This design comes from an exercise in tuning for small area, a short achievable clock period and few clock cycles per item on the open sky130 flow, not from production work. In this exercise RTL edits were held to simulation tests only and were not proved equivalent to the original. Power figures rest on the tool's default switching activity, not on a simulated workload.

==> flow/design.v <==
module JAM (
input              CLK,
input              RST,
output logic [2:0] W,
output logic [2:0] J,
input        [6:0] Cost,
output logic [3:0] MatchCount,
output logic [8:0] MinCost,
output logic       Valid
);
localparam logic [1:0] PRE  = 2'd0,
                       DFS  = 2'd1,
                       DONE = 2'd2;
logic [1:0] ph;
logic [7:0] c;            
logic       srch;
assign srch = (ph == DFS);
logic [6:0] u  [0:7];     
logic [6:0] v  [0:7];     
logic [7:0] Z  [0:7];     
logic [3:0] S  [0:7];     
logic [2:0] perm [0:7];   
logic [7:0] rm;           
logic [6:0] dl [0:7];     
logic [6:0] m;            
logic [6:0] xr;           
logic [6:0] uf;           
logic [6:0] Cost_r;
logic [5:0] a1, a3, a4;   
logic p1, p3, p4;
assign p1 = (c >= 8'd2)  && (c <= 8'd65);
assign p3 = (c >= 8'd10) && (c <= 8'd73);
assign p4 = (c >= 8'd11) && (c <= 8'd74);
logic [2:0] L;            
logic       iv;           
logic [7:0] mask;         
logic [7:0] rmask;        
logic [7:0] Joh;          
logic [2:0] col [0:7];    
logic [8:0] D   [0:7];    
logic [7:0] minEx;        
logic       found;
logic [3:0] cnt;
logic       ev;
logic [2:0] ew, ej;
logic [7:0] em, erm;
logic [2:0] eW;
logic [9:0] E;            
logic [6:0] LBr;          
logic       espec;        
logic [2:0] aJ;           
logic [7:0] aJoh;
logic       aiv;          
logic       apop;         
function automatic logic [2:0] ffs8(input logic [7:0] x);
    logic [2:0] r;
    r = 3'd0;
    for (int k = 7; k >= 0; k--)
        if (x[k]) r = k;
    ffs8 = r;
endfunction
function automatic logic [7:0] above(input logic [2:0] p);
    above = ~((8'd2 << p) - 8'd1);
endfunction
function automatic logic [7:0] low1(input logic [7:0] x);
    low1 = x & ~(x - 8'd1);
endfunction
function automatic logic [3:0] sat4(input logic [6:0] x);
    sat4 = (x > 7'd15) ? 4'd15 : x[3:0];
endfunction
function automatic logic [3:0] pop8(input logic [7:0] x);
    logic [3:0] r;
    r = 4'd0;
    for (int k = 0; k < 8; k++)
        r = r + {3'd0, x[k]};
    pop8 = r;
endfunction
logic [2:0] ui, vj;
logic [6:0] u_s, v_s;
assign u_s = u[ui];
assign v_s = v[vj];
logic [2:0] kz [0:7];
logic [3:0] kk [0:7];
always_comb
    for (int i = 0; i < 8; i++)
        kk[i] = rm[i] ? {1'b0, kz[i]} : 4'd15;
logic [3:0] k01, k23, k45, k67, k03, k47;
logic [2:0] i01, i23, i45, i67, i03, i47, ipick;
assign {k01, i01} = (kk[1] < kk[0]) ? {kk[1], 3'd1} : {kk[0], 3'd0};
assign {k23, i23} = (kk[3] < kk[2]) ? {kk[3], 3'd3} : {kk[2], 3'd2};
assign {k45, i45} = (kk[5] < kk[4]) ? {kk[5], 3'd5} : {kk[4], 3'd4};
assign {k67, i67} = (kk[7] < kk[6]) ? {kk[7], 3'd7} : {kk[6], 3'd6};
assign {k03, i03} = (k23 < k01) ? {k23, i23} : {k01, i01};
assign {k47, i47} = (k67 < k45) ? {k67, i67} : {k45, i45};
assign ipick      = (k47 < k03) ? i47 : i03;
logic [7:0] mc, ra;
assign mc = mask | Joh;
assign ra = ~(rmask | (8'd1 << W));    
logic [3:0] gr [0:7];                 
always_comb
    for (int i = 0; i < 8; i++)
        gr[i] = (ra[i] && ((Z[i] & ~mc) == 8'd0)) ? S[i] : 4'd0;
logic       fwd;
logic [8:0] Dw, Dw_r;
assign fwd = srch && ev && espec && L == ew + 3'd1;
assign Dw  = fwd ? Dw_r : D[L];
logic [9:0] E_iss;
logic [6:0] LBr_iss;
logic [4:0] sr01, sr23, sr45, sr67;
logic [5:0] sr03, sr47;
assign E_iss = {1'b0, Dw} + {3'd0, u_s} + {3'd0, v_s};
assign sr01 = {1'b0, gr[0]} + {1'b0, gr[1]};
assign sr23 = {1'b0, gr[2]} + {1'b0, gr[3]};
assign sr45 = {1'b0, gr[4]} + {1'b0, gr[5]};
assign sr67 = {1'b0, gr[6]} + {1'b0, gr[7]};
assign sr03 = {1'b0, sr01} + {1'b0, sr23};
assign sr47 = {1'b0, sr45} + {1'b0, sr67};
assign LBr_iss = {1'b0, sr03} + {1'b0, sr47};
logic       skipw;
logic [7:0] okw;
assign skipw = ({5'd0, S[W]} > Dw);
assign okw   = skipw ? Z[W] : 8'hff;
logic [7:0] sib_v, skipped;
assign sib_v   = ~mask & above(J) & okw;
assign skipped = ~mask & above(J) & ~okw;
logic [2:0] pc, Lp;
logic [7:0] pmask, pop_v;
assign Lp    = L - 3'd1;
assign pc    = fwd ? ej : col[Lp];
assign pmask = mask & ~(8'd1 << pc);
assign pop_v = ~mask & above(pc);
logic [10:0] Tr, ex_e;
assign Tr = {1'b0, E} - {4'd0, LBr};
logic pass_e;
assign pass_e = !Tr[10] && ({3'd0, Cost} <= Tr[9:0]);
assign ex_e = {4'd0, Cost} - Tr;
logic [9:0] Dn;
assign Dn = E - {3'd0, Cost};
logic [7:0] emd;
assign emd = em | (8'd1 << ej);
logic e_desc, e_leaf, e_rest;
assign e_desc = srch && ev && pass_e && !espec && ew != 3'd7;
assign e_leaf = srch && ev && pass_e && ew == 3'd7;
assign e_rest = srch && ev && !pass_e && espec;
logic       sq;            
assign sq = e_desc || e_rest;
logic [2:0] ewp, pcw, pWe;
assign ewp = ew - 3'd1;
assign pcw = col[ewp];
assign pWe = perm[ewp];
logic [6:0] mn;
assign mn = (a1[2:0] == 3'd0 || Cost_r < m) ? Cost_r : m;
logic lt, eq;
assign lt = (xr < u_s);
assign eq = (xr == u_s);
logic [7:0] ex_ev, exr, ex_s, exs, ex_min;
assign ex_ev = (srch && ev && !ex_e[10] && ex_e != 11'd0) ? ((ex_e[9:8] != 2'd0) ? 8'hff : ex_e[7:0]) : 8'hff;
assign ex_s  = (srch && iv && !sq && skipped != 8'd0) ? 8'({5'd0, S[W]} - Dw) : 8'hff;
always_comb begin
    ex_min = minEx;
    if (exr < ex_min) ex_min = exr;
    if (exs < ex_min) ex_min = exs;
end
logic pre_last, pass_end, fin, acc;
assign pre_last = (ph == PRE) && (c == 8'd77);
assign pass_end = srch && !iv && !ev && L == 3'd0;
assign fin      = pass_end && found;
logic pe;                  
assign acc      = (ph == PRE) && ((c >= 8'd10 && c <= 8'd66 && c[2:0] == 3'd2) ||
                                  (c >= 8'd68 && c <= 8'd75));
logic step_sib, step_pop;
assign step_sib = iv && sib_v != 8'd0;
assign step_pop = !step_sib && L != 3'd0;
logic cur_zero, spec;
assign cur_zero = Z[W][J];
assign spec     = srch && iv && cur_zero && L != 3'd7;    
logic [2:0] L_nx, J_nx, W_nx;
logic [7:0] Joh_nx, mask_nx, rmask_nx;
logic       iv_nx;
logic [2:0] J_alt;
logic [7:0] Joh_alt;
logic       iv_alt, pop_alt;
always_comb begin
    J_alt   = J;
    Joh_alt = Joh;
    iv_alt  = 1'b0;
    pop_alt = 1'b0;
    if (step_sib) begin
        J_alt   = ffs8(sib_v);
        Joh_alt = low1(sib_v);
        iv_alt  = 1'b1;
    end else if (step_pop) begin
        J_alt   = ffs8(pop_v);
        Joh_alt = low1(pop_v);
        iv_alt  = (pop_v != 8'd0);
        pop_alt = 1'b1;
    end
end
always_comb begin
    L_nx     = L;
    J_nx     = J;
    W_nx     = W;
    Joh_nx   = Joh;
    mask_nx  = mask;
    rmask_nx = rmask;
    iv_nx    = iv;
    if (ph == PRE) begin
        if (pre_last) begin
            L_nx     = 3'd0;
            J_nx     = 3'd0;
            W_nx     = perm[0];
            mask_nx  = 8'd0;
            rmask_nx = 8'd0;
            iv_nx    = 1'b1;
        end else begin
            W_nx = 3'(c + 8'd1);
            J_nx = 3'((c + 8'd1) >> 3);
        end
        Joh_nx = 8'd1 << J_nx;
    end else if (srch) begin
        if (e_desc) begin
            L_nx     = ew + 3'd1;
            W_nx     = perm[ew + 3'd1];
            J_nx     = ffs8(~emd);
            Joh_nx   = low1(~emd);
            mask_nx  = emd;
            rmask_nx = erm | (8'd1 << eW);
            iv_nx    = 1'b1;
        end else if (e_rest) begin
            J_nx   = aJ;
            Joh_nx = aJoh;
            iv_nx  = aiv;
            if (apop) begin
                L_nx     = ewp;
                W_nx     = pWe;
                mask_nx  = em & ~(8'd1 << pcw);
                rmask_nx = erm & ~(8'd1 << pWe);
            end else begin
                L_nx     = ew;
                W_nx     = eW;
                mask_nx  = em;
                rmask_nx = erm;
            end
        end else if (spec) begin
            L_nx     = L + 3'd1;
            W_nx     = perm[L + 3'd1];
            J_nx     = ffs8(~mc);
            Joh_nx   = low1(~mc);
            mask_nx  = mc;
            rmask_nx = rmask | (8'd1 << W);
        end else if (step_sib) begin
            J_nx   = J_alt;
            Joh_nx = Joh_alt;
        end else if (step_pop) begin
            L_nx     = Lp;
            W_nx     = perm[Lp];
            J_nx     = J_alt;
            Joh_nx   = Joh_alt;
            mask_nx  = pmask;
            rmask_nx = rmask & ~(8'd1 << perm[Lp]);
            iv_nx    = iv_alt;
        end else if (iv || ev) begin
            iv_nx = 1'b0;    
        end else if (!found && pe) begin
            J_nx     = 3'd0;
            W_nx     = perm[0];
            Joh_nx   = 8'd1;
            mask_nx  = 8'd0;
            rmask_nx = 8'd0;
            iv_nx    = 1'b1;
        end
    end
end
always_ff @(posedge CLK) begin
    ui     <= (ph == PRE && !pre_last) ? 3'(a4 + 6'd1) : W_nx;
    vj     <= (ph == PRE && !pre_last) ? 3'((a3 + 6'd1) >> 3) : J_nx;
    Cost_r <= Cost;
    Joh    <= Joh_nx;
    for (int i = 0; i < 8; i++)
        kz[i] <= (Z[i] == 8'hff) ? 3'd7 : 3'(pop8(Z[i]));
end
always_ff @(posedge CLK or posedge RST) begin
    if (RST) begin
        ph      <= PRE;
        c       <= 8'd0;
        a1      <= 6'd62;
        a3      <= 6'd54;
        a4      <= 6'd53;
        pe      <= 1'b0;
        L       <= 3'd0;
        W       <= 3'd0;
        J       <= 3'd0;
        iv      <= 1'b0;
        ev      <= 1'b0;
        mask    <= 8'd0;
        rmask   <= 8'd0;
        minEx   <= 8'hff;
        exr     <= 8'hff;
        exs     <= 8'hff;
        found   <= 1'b0;
        cnt     <= 4'd0;
        MinCost <= 9'd0;
    end else begin
        L <= L_nx;
        W <= W_nx;
        J <= J_nx;
        if (c != 8'd84) begin
            c  <= c + 8'd1;
            a1 <= a1 + 6'd1;
            a3 <= a3 + 6'd1;
            a4 <= a4 + 6'd1;
        end
        if (acc || fin)
            MinCost <= MinCost + ((ph == PRE) ? {2'd0, (c <= 8'd66) ? m : uf} : D[0]);
        mask  <= mask_nx;
        rmask <= rmask_nx;
        iv    <= iv_nx;
        case (ph)
        PRE: begin
            if (pre_last)
                ph <= DFS;
        end
        DFS: begin
            pe    <= pass_end && !pe;
            minEx <= (pass_end && pe && !found) ? 8'hff : ex_min;
            exr   <= ex_ev;
            exs   <= ex_s;
            if (e_leaf) begin
                found <= 1'b1;
                cnt   <= cnt + 4'd1;
            end
            ev <= !sq && iv;
            if (fin)
                ph <= DONE;
        end
        default: ;
        endcase
    end
end
always_ff @(posedge CLK) begin
    ew  <= L;
    ej  <= J;
    eW  <= W;
    em  <= mask;
    erm <= rmask;
    E   <= E_iss;
    LBr <= LBr_iss;
    espec <= spec;
    aJ    <= J_alt;
    aJoh  <= Joh_alt;
    aiv   <= iv_alt;
    apop  <= pop_alt;
    m <= mn;
    if (p1 && a1[2:0] == 3'd7)
        v[a1[5:3]] <= mn;
    for (int k = 7; k > 0; k--) dl[k] <= dl[k-1];
    dl[0] <= Cost_r;
    xr <= dl[7] - v_s;
    if (p4) begin
        if (a4[5:3] == 3'd0 || lt) begin
            u[a4[2:0]] <= xr;
            S[a4[2:0]] <= (a4[5:3] == 3'd0) ? 4'd15 : sat4(u_s - xr);
            Z[a4[2:0]] <= 8'd1 << a4[5:3];
        end else if (eq) begin
            Z[a4[2:0]][a4[5:3]] <= 1'b1;
        end else if (sat4(xr - u_s) < S[a4[2:0]]) begin
            S[a4[2:0]] <= sat4(xr - u_s);
        end
    end
    uf <= lt ? xr : u_s;
    if (c == 8'd75)
        rm <= 8'hff;
    if (c >= 8'd76 && c <= 8'd83) begin
        perm[c[2:0] - 3'd4] <= ipick;
        rm[ipick]           <= 1'b0;
    end
    if (pre_last)
        D[0] <= 9'd0;
    else if (pass_end && pe && !fin)
        D[0] <= D[0] + {1'b0, minEx};
    if (srch && ev) begin
        col[ew] <= ej;
        if (ew != 3'd7)
            D[ew + 3'd1] <= Dn[8:0];
    end
    Dw_r <= Dw;
end
assign Valid = (ph == DONE);
assign MatchCount = cnt;
endmodule
==> flow/run.sh <==
#!/bin/bash
# synth_recipe.tcl (not shown) runs the flow's synth.tcl, then flattens the netlist and writes it again
# the make line also repeats each setting of config.mk as NAME=value (left out here)
make -C /OpenROAD-flow-scripts/flow DESIGN_CONFIG=/design/flow/config.mk WORK_HOME=/design/flow/orfs CLKGATE_MAP_FILE= SYNTH_SCRIPT=/design/flow/synth_recipe.tcl finish
==> flow/config.mk <==
export PLATFORM = sky130hd
export DESIGN_NAME = JAM
export DESIGN_NICKNAME = JAM
export VERILOG_FILES = /design/flow/design.v
export SDC_FILE = /design/flow/constraint.sdc
export NUM_CORES = 4
export LEC_CHECK = 0
export ABC_AREA = 1
export CAP_MARGIN = 20
export CORE_MARGIN = 2
export CORE_UTILIZATION = 40
export SETUP_SLACK_MARGIN = 5
export SLEW_MARGIN = 20
==> flow/constraint.sdc <==
create_clock -name core_clock -period 10.0 [get_ports {CLK}]
set_input_delay 2.0000 -clock core_clock [delete_from_list [all_inputs] [get_ports {CLK}]]
set_output_delay 2.0000 -clock core_clock [all_outputs]
set_load 0.01 [all_outputs]
==> summary.txt, run 1 <==
* Crit-path max cell delay at 700 ps
* Critical path arrival at 5410 ps
* Port Buffers at 28
* Crit. End Element: register
* Slew headroom at 24.64%
* H-tree Lvls at 3
* Mapped Cells at 3,785
* Hold Path Cell Cnt at 0
* Clk sinks at 617
* Crit path cell chain: nor2_1, buf_4, a221oi_1, nand2_1, nor2_1, fa_1, fa_1, inv_1, fa_1, fa_1, inv_1, ha_1, inv_1, fa_1, xnor2_1
* Req. time, crit path at 10,520 ps
* Async S/R FF share, synth at 15.24%
* I/O pins at 29
* Starting Density at 40.21%
* Max Used Layer: met5
* CP max FO at 7
* Critical path origin: mask[1]
* Share of cells above drive strength 1 at 10.58%
* Core area at 83,290 um^2
* Ranking of synthesized cells by area: edfxtp_1 30%, dfxtp_1 11%, nand2_1 7.4%, ha_1 6.4%, inv_1 6.1%
* Vias in the first global route at 25.61k
* Max VDD drop at 149.0 uV
* Met2 WL at 44,680 um
* Fin crit period at 4883 ps
* Worst R2R End: LBr[4]
* Slew at the pin closest to its max-slew limit at 1121 ps
* Share of the synthesized area in the top cell type at 30.13%
* Post-DRT Antenna Nets at 0
* Global-route wire length before repair at 150,200 um
* N_diodes at 0
* Most frequent cells in the layout: 652 x nand2_1, 533 x inv_1, 394 x nor2_1
* Final Slew Violations at 0
* Crit path capture: LBr[4]
* Vias at 26.91k
* Maximum number of pins on one net before global-route repair at 74
* GRT Resource Usage Total at 22.63%
* Routed WL at 99,510 um
* Critical R2R Launch: mask[1]
* Power per cell area at 147.7 nW/um^2
* Post-Layout Inst Area at 38,760 um^2
* Crit path buffers/inverters at 4
* Fillcell total at 7,903
* Hold buffers post-CTS at 0
* Top FF cell, synth: edfxtp_1
* Critical path's most frequent cell: fa_1
* Syn_nets at 4,037
* DR iter-0 viols at 2,523
* MaxCap Viol Count at 0
* Period utilization at 48.83%
* YS warnings at 5
* Die Wd at 293.4 um
* Family with the most delay on the worst path: adder cells
* Placed Instances at 4,818
* Metal-1 WL at 43,050 um
* P&R area growth vs syn at 15.73%
* DR pass1 iterations at 6
* RSZ-0062 raised after global routing: true
* Synth area leader: edfxtp_1
* Most common cell after layout, fill and taps aside: nand2_1
* Fmax at 204.8 MHz
* Mean post-synth cell area at 8.849 um^2
* CTS clk-pin slew, worst paths at 60 ps
* Critical path depth at 15
* Netlist Area Pre-Place at 33,490 um^2
* Final Power at 5723 uW
* DRC at 0
* Setup violations, final at 0
* TritonCTS clock tree: yes
* Final HPWL DP at 72,530 um
* Synth unique cells at 67
* Average wire per standard cell at 19.86 um
* Hold Path Class: reg2reg
* Register area share after synthesis at 48.46%
* Final GP Congestion at 0.9887
* CTS Root Cell: clkbuf_16
* Layout Skew at 45.07 ps
* FP Rows at 106
* Reg2reg setup slack at 5120 ps
* Number of synthesized register bits at 617
* Reg2Reg Depth at 15
* Initial antenna violation count at 2
* Grt total ovfl at 0
* Vias per cell at 5.371
* Dpl cell area at 34,960 um^2
* Outcome: complete, no violations
* Num CTS Buffers at 70
* Clk buf depth at 3
* Clk Latency, worst-skew pair at 640 ps
* Nets@finish at 4,125
* Crit Path Class: reg2reg
* Die height at 293.4 um
* Slowest-stage cell, CP: nor2_1
* Metal3 WL at 8368 um
* EDFF count, synth at 336
* Non-Filler Instances at 5,011
* Die ar. at 86,060 um^2
* Hold Violations, Final at 0
* Leakage power at 0.01663 uW
* CP Launch Type: register
* Setup_tns at 0 ps
[state kept, by name (all words and copies together) (netlist names), 9 cells and up, named ones only]
| name | flops |
|---|---|
| u | 56 |
| Dw_r | 9 |
| kz | 24 |
| Z | 64 |
| D | 72 |
| v | 56 |
| dl | 56 |
| perm | 24 |
| col | 24 |
| S | 32 |
| E | 10 |
| MinCost | 9 |
[logic make-up after synthesis]
group | Yosys count | synth area share, %
and+or+nand+nor | 1416 | 17.71
buffers and inverters | 678 | 7.729
adders and majority gates | 243 | 10.69
muxes | 6 | 0.1905
AOI/OAI and AO/OA | 745 | 13.10
DFF | 617 | 48.46
xor gates and xnor gates | 80 | 2.114
[layer usage]
layer  track usage, %  vias up
met5                0        -
met4            7.914        2
met3            5.023      200
met2            35.33     1052
met1            30.97    12750
li1                 -    12910
[layout make-up]
type / instances / area, um^2 / share of cell area, %
tap: 1080 / 1351 / 3.486
timing repair buffer: 127 / 1305 / 3.367
clock inverter: 30 / 414.1 / 1.068
multi-input combinational: 2492 / 15230 / 39.30
sequential: 617 / 16240 / 41.91
clock buffer: 100 / 2028 / 5.233
timing repair inverter: 2 / 11.26 / 0.02905
inverter: 563 / 2175 / 5.610
[power by group]
part / internal [uW] / switching, uW / leakage, uW
registers: 2720 / 37.2 / 0.00540
logic: 124 / 170 / 0.0100
clock network: 1550 / 1120 / 0.00119
[worst min path at each step]
stage,from,end,slack (ps)
2_1_floorplan,dl[0][0],dl[1][0],310
3_3_place_gp,dl[6][6],dl[7][6],310
3_5_place_dp,dl[6][1],dl[7][1],310
4_1_cts,dl[4][6],dl[5][6],320
5_1_grt,dl[4][4],dl[5][4],330
6_report,dl[4][6],dl[5][6],320
[Yosys cell counts (all sizes together) (3+ instances only)]
cell     count
a2111oi      3
a211oi       8
a21oi      155
a221oi      13
a22oi       11
a311oi       3
a31oi       18
a32oi        5
and2         3
buf         23
clkbuf      92
clkinv       7
dfrtp       57
dfstp       37
dfxtp      187
edfxtp     336
fa          72
ha         171
inv        556
mux2         3
mux2i        3
nand2      673
nand3      192
nand3b       7
nand4       36
nor2       427
nor3        48
nor4        12
o2111ai      5
o211ai      53
o21a         6
o21ai      329
o21bai      11
o221ai       9
o22ai       70
o31ai       17
o32ai       19
or2         17
xnor2       23
xor2        57
[metrics by stage]
stage | setup slack, ps | hold slack [ps] | util [%]
5_1_grt | 4960 | 329.6 | 46.54
3_5_place_dp | 3395 | 312.1 | 41.98
6_report | 5117 | 321.0 | 46.54
3_3_place_gp | 3539 | 310.3 | 41.98
2_1_floorplan | 5104 | 309.6 | -
4_1_cts | 5002 | 321.2 | 45.59
[repair_timing]
item | 4_1_cts | 5_1_grt
setup endpoints to repair | 202 | 183
gates cloned | 4 | 7
setup buffers | 19 | 32
pin swaps | 9 | 25
gates resized for setup | 81 | 108
Testbench counts, summed over its fixed seeds: cycles 4,803, jobs 24.
==> run 2, diff against run 1 <==
--- a/flow/config.mk
+++ b/flow/config.mk
@@ -9,5 +9,7 @@
 export CAP_MARGIN = 20
 export CORE_MARGIN = 2
 export CORE_UTILIZATION = 40
+export CTS_BUF_LIST = sky130_fd_sc_hd__clkbuf_4
+export CTS_CLUSTER_SIZE = 20
 export SETUP_SLACK_MARGIN = 5
 export SLEW_MARGIN = 20
==> run 2 against run 1 <==
Effect of this change:
- die area unchanged
- critical path depth increased by 10
- area after synthesis unchanged
- still clean
- synthesized cell count unchanged
- wire length increased by 0.11%
- register-to-register slack improved by 60 ps
- clock power decreased by 13%
- sequential cell count unchanged
- clock skew increased by 61 ps
- largest power group unchanged
- first-iteration DRC count decreased by 2.1%
- total power decreased by 6.1%
==> summary.txt, run 2 <==
* Fmax at 207.4 MHz
* Crit Path Class: reg2reg
* Average wire per standard cell at 19.18 um
* Netlist Area Pre-Place at 33,490 um^2
* DR iter-0 viols at 2,469
* Global-route wire length before repair at 151,800 um
* Vias at 27.64k
* EDFF count, synth at 336
* Max VDD drop at 103.9 uV
* Final GP Congestion at 0.9887
* Reg2Reg Depth at 25
* Crit path capture: mask[2]
* Placed Instances at 4,818
* Sequential share of power at 51.4%
* RSZ-0062 raised after global routing: true
* Sw frac at 24.98%
* Most flops, register: D
* DR pass1 iterations at 8
* Num CTS Buffers at 166
* Req. time, crit path at 10,930 ps
* CP max FO at 14
* Setup violations, final at 0
* Most frequent cell after synthesis: nand2_1
* Clk buf depth at 3
* Async S/R FF share, synth at 15.24%
* Mapped Cells at 3,785
* Top FF cell, synth: edfxtp_1
* I/O pins at 29
* Maximum number of pins on one net before global-route repair at 74
* Post-synth top cells: 664 x nand2_1, 548 x inv_1, 422 x nor2_1
* Final WS setup at 5178 ps
* DRC at 0
* Post-DRT Antenna Nets at 0
* Mean post-synth cell area at 8.849 um^2
* H-tree Lvls at 4
* Synth unique cells at 67
* Number of synthesized register bits at 617
* Share of cells above drive strength 1 at 13.66%
* Reg2reg setup slack at 5180 ps
* Vias in the first global route at 26.39k
* CP Launch Type: register
* CTS Root Cell: clkbuf_4
* Nets@finish at 4,220
* Leakage power at 0.01666 uW
* Cell Int Power at 4030 uW
* GRT Resource Usage Total at 22.94%
* Final HPWL DP at 72,530 um
* Vias per cell at 5.323
* Critical path arrival at 5750 ps
* FP Rows at 106
* Fin crit period at 4822 ps
* Hold buffers post-CTS at 0
* MaxCap Viol Count at 0
* Outcome: complete, no violations
* Clk Latency, worst-skew pair at 1120 ps
* Most common cell after layout, fill and taps aside: nand2_1
* Non-Filler Instances at 5,193
* YS warnings at 5
* Power share of the combinational group at 5.5%
* Register area share after synthesis at 48.46%
* Die height at 293.4 um
* Power per cell area at 140.0 nW/um^2
* Hold Path Class: reg2reg
* Initial antenna violation count at 3
* Final Slew Violations at 0
* Max reg flops at 72
* Psw at 1342 uW
* Syn_nets at 4,037
* Starting Density at 40.21%
* Hold Violations, Final at 0
* Grt total ovfl at 0
* Synth area leader: edfxtp_1
* Worst R2R End: mask[2]
* Slew at the pin closest to its max-slew limit at 1093 ps
* TritonCTS clock tree: yes
* Routed WL at 99,620 um
* Layout Skew at 105.8 ps
* Critical R2R Launch: W[1]
* Crit. End Element: register
* Most frequent cells in the layout: 654 x nand2_1, 534 x inv_1, 391 x nor2_1
* CTS clk-pin slew, worst paths at 70 ps
* P&R area growth vs syn at 14.60%
* Final Power at 5372 uW
* Period utilization at 48.22%
* Ranking of synthesized cells by area: edfxtp_1 30%, dfxtp_1 11%, nand2_1 7.4%, ha_1 6.4%, inv_1 6.1%
* Clock power share at 43.1%
* Critical path origin: W[1]
* Core area at 83,290 um^2
* Clk sinks at 617
* Slew headroom at 26.52%
* Port Buffers at 28
* Share of the synthesized area in the top cell type at 30.13%
* Hold Worst Slack at 318.7 ps
* Die Wd at 293.4 um
* Setup_tns at 0 ps
* Die ar. at 86,060 um^2
* Dpl ws at 3395 ps
[run 2: cell count changes in the layout (fill, tap and decap cells not counted), sizes merged]
cell / delta
buf: +4
clkbuf: +133
bufbuf: -2
inv: +3
clkinv: +40
dlymetal6s2s: -1
clkdlybuf4s50: +1
diode: +7
clkinvlp: -2
bufinv: -1
[run 2: layout make-up]
| cell class | instances | area (um^2) |
|---|---|---|
| repair inverters | 2 | 11.26 |
| flip-flops and latches | 617 | 16240 |
| multi-input cells | 2492 | 15220 |
| clock inverters | 70 | 410.4 |
| diodes | 7 | 17.52 |
| repair buffers | 126 | 1181 |
| well taps | 1080 | 1351 |
| clock buffers | 236 | 1772 |
| fillers | 8082 | 44910 |
| inverters | 563 | 2177 |
[run 2: power by group through the flow]
stage | Combinational, uW | Sequential, uW | Clock [uW]
finish | 296 | 2760 | 2320
CTS | 288 | 2760 | 2370
global placement | 275 | 2810 | 0
global route | 332 | 2760 | 2510
floorplan | 177 | 2810 | 0
detailed placement | 278 | 2810 | 0
[run 2: layer usage]
layer  up-vias  share of wire [%]  GRT usage [%]
met1     13100                 43          30.91
met4         0                3.4          8.798
met3       235                8.1          5.212
li1      13220                  -              -
met2      1083                 45          35.93
met5         -                  0              0
[run 2: how the worst min path moves through the flow]
stage	cells after the start	start	slack (ps)	endpoint
after floorplan	0	dl[0][0]	310	dl[1][0]
after global placement	0	dl[6][6]	310	dl[7][6]
after detailed placement	0	dl[6][1]	310	dl[7][1]
after CTS	0	dl[3][1]	320	dl[4][1]
after global routing	0	dl[3][1]	320	dl[4][1]
final	0	dl[3][1]	320	dl[4][1]
[run 2: cells by family (layout without fill, tap and decap cells)]
kind of cell             Yosys count  after routing  synth area share, %
AO/OA/AOI/OAI                    745            745                13.10
XOR/XNOR                          80             80                2.114
adder cells (fa/ha/maj)          243            243                10.69
buffers and inverters            678            997                7.729
flip-flops                       617            617                48.46
multiplexers                       6              6               0.1905
other                              0              7                    0
AND/OR/NAND/NOR                 1416           1418                17.71
[run 2: repair_timing]
action,CTS,global route
endpoints found under the setup margin,207,242
pin swaps,8,22
cloned,2,4
gates resized for setup,68,116
setup buffers,24,30
hold endpoints to repair,0,0
[run 2: metrics by stage]
step	util, %	cell area, um^2
3_5_place_dp	41.98	34960
6_report	46.08	38380
4_1_cts	45.16	37610
5_1_grt	46.08	38380
3_3_place_gp	41.98	34960
2_1_floorplan	-	33490
[run 2: worst max-delay path, cell delays in order (launching register included)]
cell,delay [ps]
dfrtp_2,480
buf_4,170
nor2_1,280
buf_4,320
clkinvlp_4,230
o221ai_1,280
o32ai_2,200
ha_1,330
nand3_1,80
nand2_1,100
a21oi_1,70
nor2_1,130
nand2_2,160
nor2_8,210
nand3_2,110
nand2_2,90
nand2_2,90
o21ai_4,230
nand3_4,210
buf_4,210
nand2_4,100
o31ai_4,80
buf_12,170
buf_4,150
nand2_1,50
o21ai_0,70
==> run 3, diff against run 2 <==
--- a/flow/design.v
+++ b/flow/design.v
@@ -27,6 +27,7 @@
 logic [6:0] uf;           
 logic [6:0] Cost_r;
 logic [5:0] a1, a3, a4;   
+assign a3 = {a1[5:3] - 3'd1, a1[2:0]};
 logic p1, p3, p4;
 assign p1 = (c >= 8'd2)  && (c <= 8'd65);
 assign p3 = (c >= 8'd10) && (c <= 8'd73);
@@ -35,10 +36,9 @@
 logic       iv;           
 logic [7:0] mask;         
 logic [7:0] rmask;        
-logic [7:0] Joh;          
 logic [2:0] col [0:7];    
 logic [8:0] D   [0:7];    
-logic [7:0] minEx;        
+logic [5:0] minEx;        
 logic       found;
 logic [3:0] cnt;
 logic       ev;
@@ -49,7 +49,6 @@
 logic [6:0] LBr;          
 logic       espec;        
 logic [2:0] aJ;           
-logic [7:0] aJoh;
 logic       aiv;          
 logic       apop;         
 function automatic logic [2:0] ffs8(input logic [7:0] x);
@@ -94,7 +93,7 @@
 assign {k47, i47} = (k67 < k45) ? {k67, i67} : {k45, i45};
 assign ipick      = (k47 < k03) ? i47 : i03;
 logic [7:0] mc, ra;
-assign mc = mask | Joh;
+assign mc = mask | (8'd1 << J);
 assign ra = ~(rmask | (8'd1 << W));    
 logic [3:0] gr [0:7];                 
 always_comb
@@ -153,9 +152,9 @@
 logic lt, eq;
 assign lt = (xr < u_s);
 assign eq = (xr == u_s);
-logic [7:0] ex_ev, exr, ex_s, exs, ex_min;
-assign ex_ev = (srch && ev && !ex_e[10] && ex_e != 11'd0) ? ((ex_e[9:8] != 2'd0) ? 8'hff : ex_e[7:0]) : 8'hff;
-assign ex_s  = (srch && iv && !sq && skipped != 8'd0) ? 8'({5'd0, S[W]} - Dw) : 8'hff;
+logic [5:0] ex_ev, exr, ex_s, exs, ex_min;
+assign ex_ev = (srch && ev && !ex_e[10] && ex_e != 11'd0) ? ((ex_e[9:6] != 4'd0) ? 6'h3f : ex_e[5:0]) : 6'h3f;
+assign ex_s  = (srch && iv && !sq && skipped != 8'd0) ? 6'({5'd0, S[W]} - Dw) : 6'h3f;
 always_comb begin
     ex_min = minEx;
     if (exr < ex_min) ex_min = exr;
@@ -175,23 +174,19 @@
 assign cur_zero = Z[W][J];
 assign spec     = srch && iv && cur_zero && L != 3'd7;    
 logic [2:0] L_nx, J_nx, W_nx;
-logic [7:0] Joh_nx, mask_nx, rmask_nx;
+logic [7:0] mask_nx, rmask_nx;
 logic       iv_nx;
 logic [2:0] J_alt;
-logic [7:0] Joh_alt;
 logic       iv_alt, pop_alt;
 always_comb begin
     J_alt   = J;
-    Joh_alt = Joh;
     iv_alt  = 1'b0;
     pop_alt = 1'b0;
     if (step_sib) begin
         J_alt   = ffs8(sib_v);
-        Joh_alt = low1(sib_v);
         iv_alt  = 1'b1;
     end else if (step_pop) begin
         J_alt   = ffs8(pop_v);
-        Joh_alt = low1(pop_v);
         iv_alt  = (pop_v != 8'd0);
         pop_alt = 1'b1;
     end
@@ -200,7 +195,6 @@
     L_nx     = L;
     J_nx     = J;
     W_nx     = W;
-    Joh_nx   = Joh;
     mask_nx  = mask;
     rmask_nx = rmask;
     iv_nx    = iv;
@@ -216,19 +210,16 @@
             W_nx = 3'(c + 8'd1);
             J_nx = 3'((c + 8'd1) >> 3);
         end
-        Joh_nx = 8'd1 << J_nx;
     end else if (srch) begin
         if (e_desc) begin
             L_nx     = ew + 3'd1;
             W_nx     = perm[ew + 3'd1];
             J_nx     = ffs8(~emd);
-            Joh_nx   = low1(~emd);
             mask_nx  = emd;
             rmask_nx = erm | (8'd1 << eW);
             iv_nx    = 1'b1;
         end else if (e_rest) begin
             J_nx   = aJ;
-            Joh_nx = aJoh;
             iv_nx  = aiv;
             if (apop) begin
                 L_nx     = ewp;
@@ -245,17 +236,14 @@
             L_nx     = L + 3'd1;
             W_nx     = perm[L + 3'd1];
             J_nx     = ffs8(~mc);
-            Joh_nx   = low1(~mc);
             mask_nx  = mc;
             rmask_nx = rmask | (8'd1 << W);
         end else if (step_sib) begin
             J_nx   = J_alt;
-            Joh_nx = Joh_alt;
         end else if (step_pop) begin
             L_nx     = Lp;
             W_nx     = perm[Lp];
             J_nx     = J_alt;
-            Joh_nx   = Joh_alt;
             mask_nx  = pmask;
             rmask_nx = rmask & ~(8'd1 << perm[Lp]);
             iv_nx    = iv_alt;
@@ -264,7 +252,6 @@
         end else if (!found && pe) begin
             J_nx     = 3'd0;
             W_nx     = perm[0];
-            Joh_nx   = 8'd1;
             mask_nx  = 8'd0;
             rmask_nx = 8'd0;
             iv_nx    = 1'b1;
@@ -272,10 +259,10 @@
     end
 end
 always_ff @(posedge CLK) begin
-    ui     <= (ph == PRE && !pre_last) ? 3'(a4 + 6'd1) : W_nx;
+    ui     <= (ph == PRE && !pre_last) ? a3[2:0] : W_nx;
+    a4     <= a3;
     vj     <= (ph == PRE && !pre_last) ? 3'((a3 + 6'd1) >> 3) : J_nx;
     Cost_r <= Cost;
-    Joh    <= Joh_nx;
     for (int i = 0; i < 8; i++)
         kz[i] <= (Z[i] == 8'hff) ? 3'd7 : 3'(pop8(Z[i]));
 end
@@ -284,8 +271,6 @@
         ph      <= PRE;
         c       <= 8'd0;
         a1      <= 6'd62;
-        a3      <= 6'd54;
-        a4      <= 6'd53;
         pe      <= 1'b0;
         L       <= 3'd0;
         W       <= 3'd0;
@@ -294,9 +279,9 @@
         ev      <= 1'b0;
         mask    <= 8'd0;
         rmask   <= 8'd0;
-        minEx   <= 8'hff;
-        exr     <= 8'hff;
-        exs     <= 8'hff;
+        minEx   <= 6'h3f;
+        exr     <= 6'h3f;
+        exs     <= 6'h3f;
         found   <= 1'b0;
         cnt     <= 4'd0;
         MinCost <= 9'd0;
@@ -307,8 +292,6 @@
         if (c != 8'd84) begin
             c  <= c + 8'd1;
             a1 <= a1 + 6'd1;
-            a3 <= a3 + 6'd1;
-            a4 <= a4 + 6'd1;
         end
         if (acc || fin)
             MinCost <= MinCost + ((ph == PRE) ? {2'd0, (c <= 8'd66) ? m : uf} : D[0]);
@@ -322,7 +305,7 @@
         end
         DFS: begin
             pe    <= pass_end && !pe;
-            minEx <= (pass_end && pe && !found) ? 8'hff : ex_min;
+            minEx <= (pass_end && pe && !found) ? 6'h3f : ex_min;
             exr   <= ex_ev;
             exs   <= ex_s;
             if (e_leaf) begin
@@ -347,7 +330,6 @@
     LBr <= LBr_iss;
     espec <= spec;
     aJ    <= J_alt;
-    aJoh  <= Joh_alt;
     aiv   <= iv_alt;
     apop  <= pop_alt;
     m <= mn;
@@ -377,7 +359,7 @@
     if (pre_last)
         D[0] <= 9'd0;
     else if (pass_end && pe && !fin)
-        D[0] <= D[0] + {1'b0, minEx};
+        D[0] <= D[0] + {3'd0, minEx};
     if (srch && ev) begin
         col[ew] <= ej;
         if (ew != 3'd7)
--- a/flow/config.mk
+++ b/flow/config.mk
@@ -8,8 +8,9 @@
 export ABC_AREA = 1
 export CAP_MARGIN = 20
 export CORE_MARGIN = 2
-export CORE_UTILIZATION = 40
+export CORE_UTILIZATION = 60
 export CTS_BUF_LIST = sky130_fd_sc_hd__clkbuf_4
 export CTS_CLUSTER_SIZE = 20
+export GPL_TIMING_DRIVEN = 1
 export SETUP_SLACK_MARGIN = 5
 export SLEW_MARGIN = 20
==> run 3 against run 2 <==
Effect of this change:
- still clean on timing, DRC and antenna
- total power rose by 11%
- sequential share of layout area up 0.79 points
- core utilization grew 22 points
- area after synthesis down 4.3%
- sequential cell count shrank 28
- wire length is 2.5% lower
- clock skew is 37 ps lower
- first-iteration DRC count is 18% higher
- combinational power grew to 3.4 times the previous value
- critical path type unchanged
- critical endpoint is now LBr[3]
- largest power group unchanged
- highest routed layer unchanged
==> summary.txt, run 3 <==
* Outcome: complete, no violations
* RSZ-0062 raised after global routing: false
* Max reg flops at 72
* Critical R2R Launch: J[2]
* GRT Resource Usage Total at 34.47%
* Compound-Gate Fraction of Synth Area at 13.35%
* Metal3 WL at 9269 um
* Core area at 52,660 um^2
* Grt total ovfl at 0
* Register area share after synthesis at 48.30%
* Clk sinks at 589
* Clk buf depth at 3
* H-tree Lvls at 4
* I/O pins at 29
* Vias in the first global route at 25.99k
* Share of cells above drive strength 1 at 12.96%
* Critical path arrival at 5820 ps
* Initial antenna violation count at 2
* Dpl cell area at 32,850 um^2
* Non-Filler Instances at 4,566
* Fin crit period at 4872 ps
* Starting Density at 60.88%
* Ranking of synthesized cells by area: edfxtp_1 31%, dfxtp_1 12%, nand2_1 7.3%, inv_1 6.5%, ha_1 6.5%
* CTS clk-pin slew, worst paths at 70 ps
* Most flops, register: D
* Most common cell after layout, fill and taps aside: nand2_1
* Vias per cell at 5.951
* Port Buffers at 28
* Setup violations, final at 0
* Num CTS Buffers at 155
* CP Launch Type: register
* CTS Root Cell: clkbuf_4
* Crit path capture: LBr[3]
* Final WS setup at 5128 ps
* Final GP Congestion at 0.9982
* DR iter-0 viols at 2,918
* Multiplexer share of the synthesized area at 0.2264%
* Hold buffers post-CTS at 0
* Global-route wire length before repair at 146,900 um
* Met2 WL at 44,540 um
* Most frequent cell after synthesis: nand2_1
* Leakage power at 0.01565 uW
* Synth unique cells at 66
* Max Used Layer: met4
* P&R area growth vs syn at 12.12%
* DRC at 0
* Post-synth top cells: 621 x nand2_1, 556 x inv_1, 392 x nor2_1
* Final HPWL DP at 69,910 um
* Layout Skew at 69.08 ps
* Largest family of logic cells by synthesized area: simple AND/OR/NAND/NOR gates
* Post-Layout Inst Area at 35,940 um^2
* Req. time, crit path at 10,940 ps
* Period utilization at 48.72%
* Hold Path Cell Cnt at 0
* Die height at 235.1 um
* Crit Path Class: reg2reg
* Maximum number of pins on one net before global-route repair at 71
* Hold Violations, Final at 0
* Final Slew Violations at 0
* Average wire per standard cell at 21.26 um
* Async S/R FF share, synth at 12.90%
* Netlist Area Pre-Place at 32,060 um^2
* Power per cell area at 166.4 nW/um^2
* Share of the synthesized area in the top cell type at 30.72%
* Most frequent cells in the layout: 610 x nand2_1, 537 x inv_1, 362 x nor2_1
* Mapped Cells at 3,605
* Vias at 27.17k
* Reg2Reg Depth at 18
* Syn_nets at 3,852
* Clk Latency, worst-skew pair at 1050 ps
* Post-DRT Antenna Nets at 0
* Hold Path Class: reg2reg
* Routed WL at 97,080 um
* Max VDD drop at 224.3 uV
* TritonCTS clock tree: yes
* Post-synthesis simple-gate area fraction at 16.92%
* Dpl ws at 3250 ps
* Die ar. at 55,290 um^2
* DR pass1 iterations at 8
* Fillcell total at 4,261
* Slew at the pin closest to its max-slew limit at 1171 ps
* Area share of fa/ha/maj cells after synthesis at 10.98%
* Die Wd at 235.1 um
* Top FF cell, synth: edfxtp_1
* MaxCap Viol Count at 0
* Reg2reg setup slack at 5130 ps
* CP max FO at 11
* Number of synthesized register bits at 589
* Mean post-synth cell area at 8.892 um^2
* Final core utilization at 68.26%
* Setup_tns at 0 ps
* Synth area leader: edfxtp_1
* EDFF count, synth at 328
* Metal-1 WL at 38,860 um
* Slew headroom at 21.08%
* Placed Instances at 4,233
* Crit. End Element: register
* FP Rows at 84
* Worst R2R End: LBr[3]
* Critical path origin: J[2]
* Post-Synth XOR/XNOR Area at 1.940%
* Nets@finish at 3,999
* YS warnings at 5
* Fmax at 205.3 MHz
## run 3: changes by cell type in the layout (fill, tap and decap cells not counted), sizes merged, moves of 17 or more
cell / previous run / this run
clkbuf: 240 / 220
buf: 94 / 63
nor2: 428 / 400
nor3: 48 / 30
nand3: 193 / 143
o211ai: 53 / 36
nand2: 673 / 632
## run 3: worst min path at each step
| stage | startpoint | endpoint | slack (ps) |
|---|---|---|---|
| finish | dl[4][5] | dl[5][5] | 310 |
| global route | dl[4][5] | dl[5][5] | 320 |
| CTS | dl[4][5] | dl[5][5] | 320 |
| detailed placement | dl[4][4] | dl[5][4] | 310 |
| global placement | dl[2][0] | dl[3][0] | 320 |
| floorplan | dl[0][0] | dl[1][0] | 310 |
## run 3: repair_timing
item | 4_1_cts | 5_1_grt
gates resized for setup | 97 | 85
buffers inserted | 16 | 27
setup endpoints to repair | 221 | 167
cloned | 4 | 3
hold endpoints to repair | 0 | 0
pin swaps | 8 | 19
## run 3: layout make-up
type	count	area, um^2	area share, %
Inverter	572	2226	6.193
Tap cell	688	860.8	2.395
Timing Repair inverter	2	10.01	0.02785
Multi-Input combinational cell	2339	14450	40.20
Clock inverter	60	365.4	1.016
Timing Repair Buffer	93	885.9	2.465
Sequential cell	589	15500	43.11
Clock buffer	218	1637	4.553
Antenna cell	5	12.51	0.03481
## run 3: metal layers
metal  up-vias  GRT usage [%]
met1     12890          46.22
met5         -              0
met4         0          16.78
met2      1522          53.70
li1      12480              -
met3       280          7.118
## run 3: through the flow
step	power [uW]	hold WS, ps
6_report	5981	305.8
5_1_grt	6248	317.5
4_1_cts	5968	322.9
3_5_place_dp	3799	313.2
3_3_place_gp	3766	318.3
2_1_floorplan	3486	309.6
## run 3: power by group
group	leakage (uW)	switching, uW	internal, uW
clock	0.00118	1050	1100
combinational	0.00928	659	361
sequential	0.00520	113	2700
total	0.0156	1820	4160
## run 3: cell families after synthesis
family | after synthesis
buf+inv | 680
xor+xnor | 71
mux | 7
fa+ha+maj | 238
simple gates | 1287
flops | 589
compound gates | 733
## run 3: critical path: stages (launching register included)
cell,delay (ps)
dfrtp_1,400
buf_4,220
nor2_2,200
nor2_2,120
inv_2,160
o22ai_1,90
a221o_1,300
nor4_4,200
buf_4,190
nand2_1,80
fa_1,490
inv_1,70
fa_1,550
fa_1,440
fa_1,510
ha_2,180
inv_1,50
fa_2,510
inv_1,40
Testbench counts of run 3, summed over its fixed seeds: cycles 4,803, jobs 24.
==> run 4, diff against run 3 <==
--- a/flow/config.mk
+++ b/flow/config.mk
@@ -8,9 +8,8 @@
 export ABC_AREA = 1
 export CAP_MARGIN = 20
 export CORE_MARGIN = 2
-export CORE_UTILIZATION = 60
+export CORE_UTILIZATION = 40
 export CTS_BUF_LIST = sky130_fd_sc_hd__clkbuf_4
 export CTS_CLUSTER_SIZE = 20
-export GPL_TIMING_DRIVEN = 1
 export SETUP_SLACK_MARGIN = 5
 export SLEW_MARGIN = 20
==> run 4 against run 3 <==
Effect of this change:
- still clean
- total power increased by 1.8%
- worst hold slack improved by 11 ps
- combinational power about the same
- global-route usage decreased by 12 points
- highest routed layer is now met5
==> summary.txt, run 4 <==
* Outcome: complete, no violations
* Cell Int Power at 4247 uW
* Period utilization at 49.07%
* Syn_nets at 3,852
* DR iter-0 viols at 2,591
* Most frequent cells in the layout: 606 x nand2_1, 540 x inv_1, 360 x nor2_1
* Leakage power at 0.01592 uW
* Setup violations, final at 0
* Crit path cell chain: nor2_4, inv_1, nor2_2, nor2_2, bufinv_8, o22ai_1, a221oi_1, and3_4, nand2_1, fa_2, inv_1, fa_1, inv_1, fa_1, inv_1, fa_1, ha_1, inv_1, fa_2, inv_1
* Crit path buffers/inverters at 7
* Hold Path Class: reg2reg
* Hold EP: dl[7][6]
* Clk Latency, worst-skew pair at 1060 ps
* Final Slew Violations at 0
* Psw at 1840 uW
* Reg2reg setup slack at 5090 ps
* RSZ-0062 raised after global routing: true
* Critical R2R Launch: J[1]
* Fin crit period at 4907 ps
* Slowest-stage cell, CP: fa_2
* I/O pins at 29
* MaxCap Viol Count at 0
* Share of the synthesized area in the top cell type at 30.72%
* Grt total ovfl at 0
* Mean post-synth cell area at 8.892 um^2
* Mapped Cells at 3,605
* CP Launch Type: register
* Layout Skew at 105.5 ps
* Share of cells above drive strength 1 at 14.29%
* Global-route wire length before repair at 144,100 um
* Crit-path max cell delay at 570 ps
* H-tree Lvls at 4
* P&R area growth vs syn at 14.96%
* Starting Density at 40.51%
* Worst hold start: dl[6][6]
* GRT Resource Usage Total at 22.82%
* Most common cell after layout, fill and taps aside: nand2_1
* Hold Worst Slack at 317.2 ps
* Routed WL at 95,260 um
* Num CTS Buffers at 158
* Crit. End Element: register
* Register area share after synthesis at 48.30%
* Vias per cell at 5.282
* Slew at the pin closest to its max-slew limit at 1120 ps
* Post-DRT Antenna Nets at 0
* Final GP Congestion at 0.9333
* Most frequent cell after synthesis: nand2_1
* Die ar. at 82,420 um^2
* Critical path's most frequent cell: inv_1
* FP Rows at 103
* Setup_tns at 0 ps
* Synth area leader: edfxtp_1
* Most flops, register: D
* Maximum number of pins on one net before global-route repair at 72
* Synth unique cells at 66
* Post-synth top cells: 621 x nand2_1, 556 x inv_1, 392 x nor2_1
* Ranking of synthesized cells by area: edfxtp_1 31%, dfxtp_1 12%, nand2_1 7.3%, inv_1 6.5%, ha_1 6.5%
* Clk buf depth at 3
* Port Buffers at 28
* Family with the most delay on the worst path: adder cells
* EDFF count, synth at 328
* CTS clk-pin slew, worst paths at 60 ps
* Average wire per standard cell at 19.18 um
* Die height at 287.1 um
* Hold Path Cell Cnt at 0
* DR pass1 iterations at 6
* Fmax at 203.8 MHz
* Number of synthesized register bits at 589
* Die Wd at 287.1 um
* CP max FO at 9
* Req. time, crit path at 10,940 ps
* Reg2Reg Depth at 20
* Async S/R FF share, synth at 12.90%
* Slew headroom at 24.73%
* Initial antenna violation count at 3
* Final HPWL DP at 67,320 um
* Hold Violations, Final at 0
* Vias at 26.24k
* Critical path arrival at 5850 ps
* Power per cell area at 165.2 nW/um^2
* Clock power share at 37.3%
* Power share of the combinational group at 16.5%
* Crit Path Class: reg2reg
* Sw frac at 30.23%
* Final Power at 6087 uW
* Max reg flops at 72
* Hold buffers post-CTS at 0
* Netlist Area Pre-Place at 32,060 um^2
* Sequential share of power at 46.2%
* DRC at 0
* Core area at 79,130 um^2
* Max VDD drop at 132.3 uV
* Vias in the first global route at 25.23k
* Clk sinks at 589
* YS warnings at 5
* CTS Root Cell: clkbuf_4
* Top FF cell, synth: edfxtp_1
* Worst R2R End: LBr[3]
* Nets@finish at 4,027
* TritonCTS clock tree: yes
run 4: cell counts after synthesis:
No cell type changed its count.
run 4: layout make-up:
| class | instances | area (um^2) |
|---|---|---|
| Clock inverter | 55 | 385.4 |
| Antenna cell | 6 | 15.01 |
| Fill cell | 7681 | 42270 |
| Clock buffer | 237 | 1779 |
| Multi-Input combinational cell | 2339 | 14540 |
| Inverter | 572 | 2242 |
| Tap cell | 1050 | 1314 |
| Timing Repair inverter | 2 | 12.51 |
| Timing Repair Buffer | 118 | 1072 |
| Sequential cell | 589 | 15500 |
run 4: metal layers:
layer	up-vias	GRT usage (%)	share of wire, %	wire length, um
met5	-	0	0.014	13
met2	1111	36.01	45	43170
met3	237	5.063	8.3	7939
met4	2	8.620	3.1	2985
met1	12350	30.64	43	41160
li1	12540	-	-	-
run 4: repair_timing:
action | in CTS | in global routing
hold endpoints to repair | 0 | 0
gates resized for setup | 85 | 113
gates cloned | 4 | 3
setup buffers | 22 | 43
pin swaps | 8 | 25
setup endpoints to repair | 192 | 180
run 4: logic make-up (layout without fill, tap and decap cells):
group	after synthesis	count (layout)	share of synthesized area, %
compound gates	733	734	13.35
xor+xnor	71	71	1.940
flops	589	589	48.30
simple gates	1287	1289	16.92
fa+ha+maj	238	238	10.98
mux	7	7	0.2264
buf+inv	680	984	8.286
other cells	0	6	0
run 4: worst reg2reg max path: stages (launching register included):
cell,delay [ps]
dfrtp_2,490
nor2_4,150
inv_1,90
nor2_2,130
nor2_2,90
bufinv_8,260
o22ai_1,100
a221oi_1,240
and3_4,290
nand2_1,100
fa_2,570
inv_1,50
fa_1,500
inv_1,60
fa_1,530
inv_1,50
fa_1,410
ha_1,200
inv_1,80
fa_2,420
inv_1,50
run 4: power groups by stage:
| stage | Clock [uW] | Combinational, uW | Sequential [uW] |
|---|---|---|---|
| 2_1_floorplan | 0 | 668 | 2820 |
| 3_3_place_gp | 0 | 914 | 2860 |
| 3_5_place_dp | 0 | 921 | 2870 |
| 4_1_cts | 2320 | 959 | 2810 |
| 5_1_grt | 2450 | 1140 | 2820 |
| 6_report | 2270 | 1010 | 2810 |
run 4: worst max-delay path by stage:
stage / from / endpoint / slack (ps) / cells after the start
after CTS: ew[0] / mask[1] / 5010 / 27
after floorplan: J[0] / LBr[4] / 5030 / 19
after global placement: Cost[0] / mask[1] / 3560 / 22
after global routing: J[1] / LBr[3] / 4930 / 20
after detailed placement: ew[0] / mask[1] / 3360 / 27
final: J[1] / LBr[3] / 5090 / 20
run 4: metrics by stage:
| stage | instance area, um^2 | utilization [%] | std cells | setup slack, ps |
|---|---|---|---|---|
| 4_1_cts | 36020 | 45.52 | 4916 | 5011 |
| 5_1_grt | 36850 | 46.57 | 4965 | 4934 |
| 6_report | 36850 | 46.58 | 4968 | 5093 |
| 2_1_floorplan | 32060 | - | 3605 | 5034 |
| 3_3_place_gp | 33320 | 42.11 | 4598 | 3557 |
| 3_5_place_dp | 33330 | 42.12 | 4598 | 3365 |
==> run 5, diff against run 4 <==
==> flow/flow/run.sh (new file) <==
#!/bin/bash
set -euo pipefail
bash standard.sh SETUP_SLACK_MARGIN=6 finish > layout.log 2>&1
==> flow/standard.sh (new file) <==
#!/bin/bash
# synth_recipe.tcl (not shown) runs the flow's synth.tcl, then flattens the netlist and writes it again
# the make line also repeats each setting of config.mk as NAME=value (left out here)
make -C /OpenROAD-flow-scripts/flow DESIGN_CONFIG=/design/flow/config.mk WORK_HOME=/design/flow/orfs CLKGATE_MAP_FILE= SYNTH_SCRIPT=/design/flow/synth_recipe.tcl "${@:-finish}"
removed: flow/run.sh
==> run 5 against run 4 <==
Effect of this change:
- area after synthesis unchanged
- synthesized cell count unchanged
- first-iteration DRC count shrank 4.2%
- global-route usage is 0.97 points higher
- core utilization increased by 3.0 points
- final area increased by 6.4%
==> summary.txt, run 5 <==
* Maximum number of pins on one net before global-route repair at 60
* YS warnings at 5
* Most flops, register: D
* Fmax at 206.3 MHz
* Ranking of synthesized cells by area: edfxtp_1 31%, dfxtp_1 12%, nand2_1 7.3%, inv_1 6.5%, ha_1 6.5%
* Global-route wire length before repair at 149,600 um
* Final core utilization at 49.57%
* Largest family of logic cells by synthesized area: simple AND/OR/NAND/NOR gates
* Mapped Cells at 3,605
* Final GP Congestion at 0.9363
* Family with the most delay on the worst path: adder cells
* Post-synthesis simple-gate area fraction at 16.92%
* FP Rows at 103
* EDFF count, synth at 328
* Synth area leader: edfxtp_1
* Routed WL at 99,590 um
* Synth unique cells at 66
* Most common cell after layout, fill and taps aside: nand2_1
* Syn_nets at 3,852
* Number of synthesized register bits at 589
* Fillcell total at 7,358
* Die ar. at 82,420 um^2
* Slowest-stage cell, CP: fa_2
* Clk buf depth at 3
* Compound-Gate Fraction of Synth Area at 13.35%
* Most frequent cells in the layout: 548 x nand2_1, 515 x inv_1, 337 x nor2_1
* Fin crit period at 4847 ps
* Clk Latency, worst-skew pair at 1120 ps
* CTS Root Cell: clkbuf_4
* Hold buffers post-CTS at 0
* MaxCap Viol Count at 0
* CP max FO at 5
* CP Launch Type: register
* Hold Violations, Final at 0
* Post-synth top cells: 621 x nand2_1, 556 x inv_1, 392 x nor2_1
* Clk sinks at 589
* Max VDD drop at 130.9 uV
* Nets@finish at 4,138
* Async S/R FF share, synth at 12.90%
* Crit-path max cell delay at 600 ps
* Critical path arrival at 5810 ps
* Multiplexer share of the synthesized area at 0.2264%
* Most frequent cell after synthesis: nand2_1
* Core area at 79,130 um^2
* Final HPWL DP at 67,290 um
* DR pass1 iterations at 6
* DRC at 0
* Post-DRT Antenna Nets at 0
* TritonCTS clock tree: yes
* Port Buffers at 28
* Share of cells above drive strength 1 at 22.28%
* P&R area growth vs syn at 22.35%
* Outcome: complete, no violations
* Crit. End Element: register
* Final Slew Violations at 0
* DR iter-0 viols at 2,481
* I/O pins at 29
* Top FF cell, synth: edfxtp_1
* Num CTS Buffers at 161
* Mean post-synth cell area at 8.892 um^2
* Slew headroom at 27.29%
* Slew at the pin closest to its max-slew limit at 1079 ps
* Crit path cell chain: buf_4, nor2_4, nand2_4, nand2_4, buf_4, inv_2, a221o_1, nor4_4, buf_6, nand2_2, fa_1, inv_2, fa_2, fa_1, fa_1, ha_4, inv_2, fa_2, inv_1
* Setup violations, final at 0
* H-tree Lvls at 4
* Netlist Area Pre-Place at 32,060 um^2
* Vias at 27.18k
* Die Wd at 287.1 um
* RSZ-0062 raised after global routing: true
* GRT Resource Usage Total at 23.78%
* Power per cell area at 160.8 nW/um^2
* Final Power at 6306 uW
* Area share of fa/ha/maj cells after synthesis at 10.98%
* Non-Filler Instances at 5,076
* Crit path buffers/inverters at 7
* Placed Instances at 4,596
* Dpl ws at 3440 ps
* Crit Path Class: reg2reg
* Register area share after synthesis at 48.30%
* Initial antenna violation count at 3
* Average wire per standard cell at 19.62 um
* Die height at 287.1 um
* Hold Path Class: reg2reg
* Final WS setup at 5153 ps
* CTS clk-pin slew, worst paths at 70 ps
* Post-Synth XOR/XNOR Area at 1.940%
* Starting Density at 40.51%
* Max reg flops at 72
* Layout Skew at 96.83 ps
* Period utilization at 48.47%
* Vias per cell at 5.355
* Grt total ovfl at 0
* Vias in the first global route at 25.89k
* Setup_tns at 0 ps
* Req. time, crit path at 10,960 ps
* Leakage power at 0.01682 uW
* Share of the synthesized area in the top cell type at 30.72%
[run 5: cell types whose count changed in the layout (fill, tap and decap cells not counted), sizes merged, moves of 2 or more]
cell | previous run | this run
buf | 88 | 194
clkdlybuf4s50 | 28 | 6
dlygate4sd2 | 0 | 15
bufbuf | 0 | 5
clkinv | 46 | 51
inv | 567 | 571
bufinv | 4 | 1
clkinvlp | 12 | 9
clkdlybuf4s15 | 0 | 2
[run 5: final timing paths]
kind	slack, ps	from	to	depth (start not counted)
max	5150	J[0]	LBr[3]	19
min	310	dl[6][0]	dl[7][0]	0
max reg2reg	5150	J[0]	LBr[3]	19
min reg2reg	310	dl[6][0]	dl[7][0]	0
max in group asynchronous	7460	RST	J[2]	3
min in group asynchronous	1230	RST	MinCost[0]	2
[run 5: area by class of cell]
class	count	area (um^2)	share of cell area (%)
clock buffers	237	1779	4.536
clock inverters	56	361.6	0.9219
well taps	1050	1314	3.349
inverters	572	2280	5.812
flip-flops and latches	589	15520	39.57
multi-input cells	2339	15680	39.96
repair inverters	4	28.78	0.07337
repair buffers	224	2253	5.745
diodes	5	12.51	0.03190
[run 5: through the flow]
step	hold slack, ps	cell area (um^2)
after global routing	331.2	39220
after global placement	310.3	33620
after detailed placement	312.1	33620
after floorplan	309.6	32530
final	312.8	39220
after CTS	318.0	37880
[run 5: layer usage]
metal	wire length, um	track usage (%)	part of all wire, %	up-vias
li1	-	-	-	12800
met1	41850	31.67	42	12940
met2	45520	37.24	46	1191
met3	8270	5.397	8.3	253
met4	3941	10.13	4.0	0
met5	0	0	0	-
[run 5: worst register-to-register path: cells and delay by family, from the launching register on]
family	cells	cell delay, ps
buffers and inverters	7	630
DFF	1	440
AOI/OAI and AO/OA	1	350
and+or+nand+nor	5	630
adders and majority gates	6	2680
[run 5: logic make-up after synthesis]
family / Yosys count
AOI/OAI and AO/OA: 733
xor gates and xnor gates: 71
adders and majority gates: 238
buffers and inverters: 680
DFF: 589
muxes: 7
and+or+nand+nor: 1287
[run 5: report_power, final]
| part | internal (uW) | leakage [uW] | switching [uW] |
|---|---|---|---|
| sequential | 2700 | 0.00519 | 110 |
| clock | 1140 | 0.00126 | 1110 |
| combinational | 474 | 0.0104 | 769 |
| total | 4310 | 0.0168 | 1990 |
[run 5: what timing repair did]
item,CTS,global route
pin swaps,65,121
endpoints found under the setup margin,327,256
gates resized for setup,299,232
cloned,12,1
buffers inserted,115,54

[re-timing with driven ports]
In the flow no input, the clock included, has a driving cell. The finished layouts below were timed again as built, in two steps.
Step 1, drivers: a clkbuf_16 drives CLK and a buf_2 each remaining input, both assumed.
Step 2 times the ports against the registers' clock, not the clock port: input delays grow and output delays shrink by t, the midpoint of the rising clock arrivals with the driver on.
a / b / c = ideal / step 1 / step 2; a / b = the first two.
run | shift t [ns] | setup WS [ns] | worst slew at a driven data input, ns
run 1 | 0.685 | 5.117 / 5.117 / 4.612 | 0.05
run 2 | 1.123 | 5.178 / 5.178 / 4.165 | 0.05
run 3 | 1.078 | 5.128 / 5.128 / 4.213 | 0.03
run 4 | 1.058 | 5.093 / 5.093 / 4.246 | 0.04
run 5 | 1.127 | 5.153 / 5.153 / 4.624 | 0.03
After both steps every run listed still meets setup and hold. For run 2, which loses most, drivers alone change the setup slack by 0.000 ns; drivers and shift together by -1.013 ns.
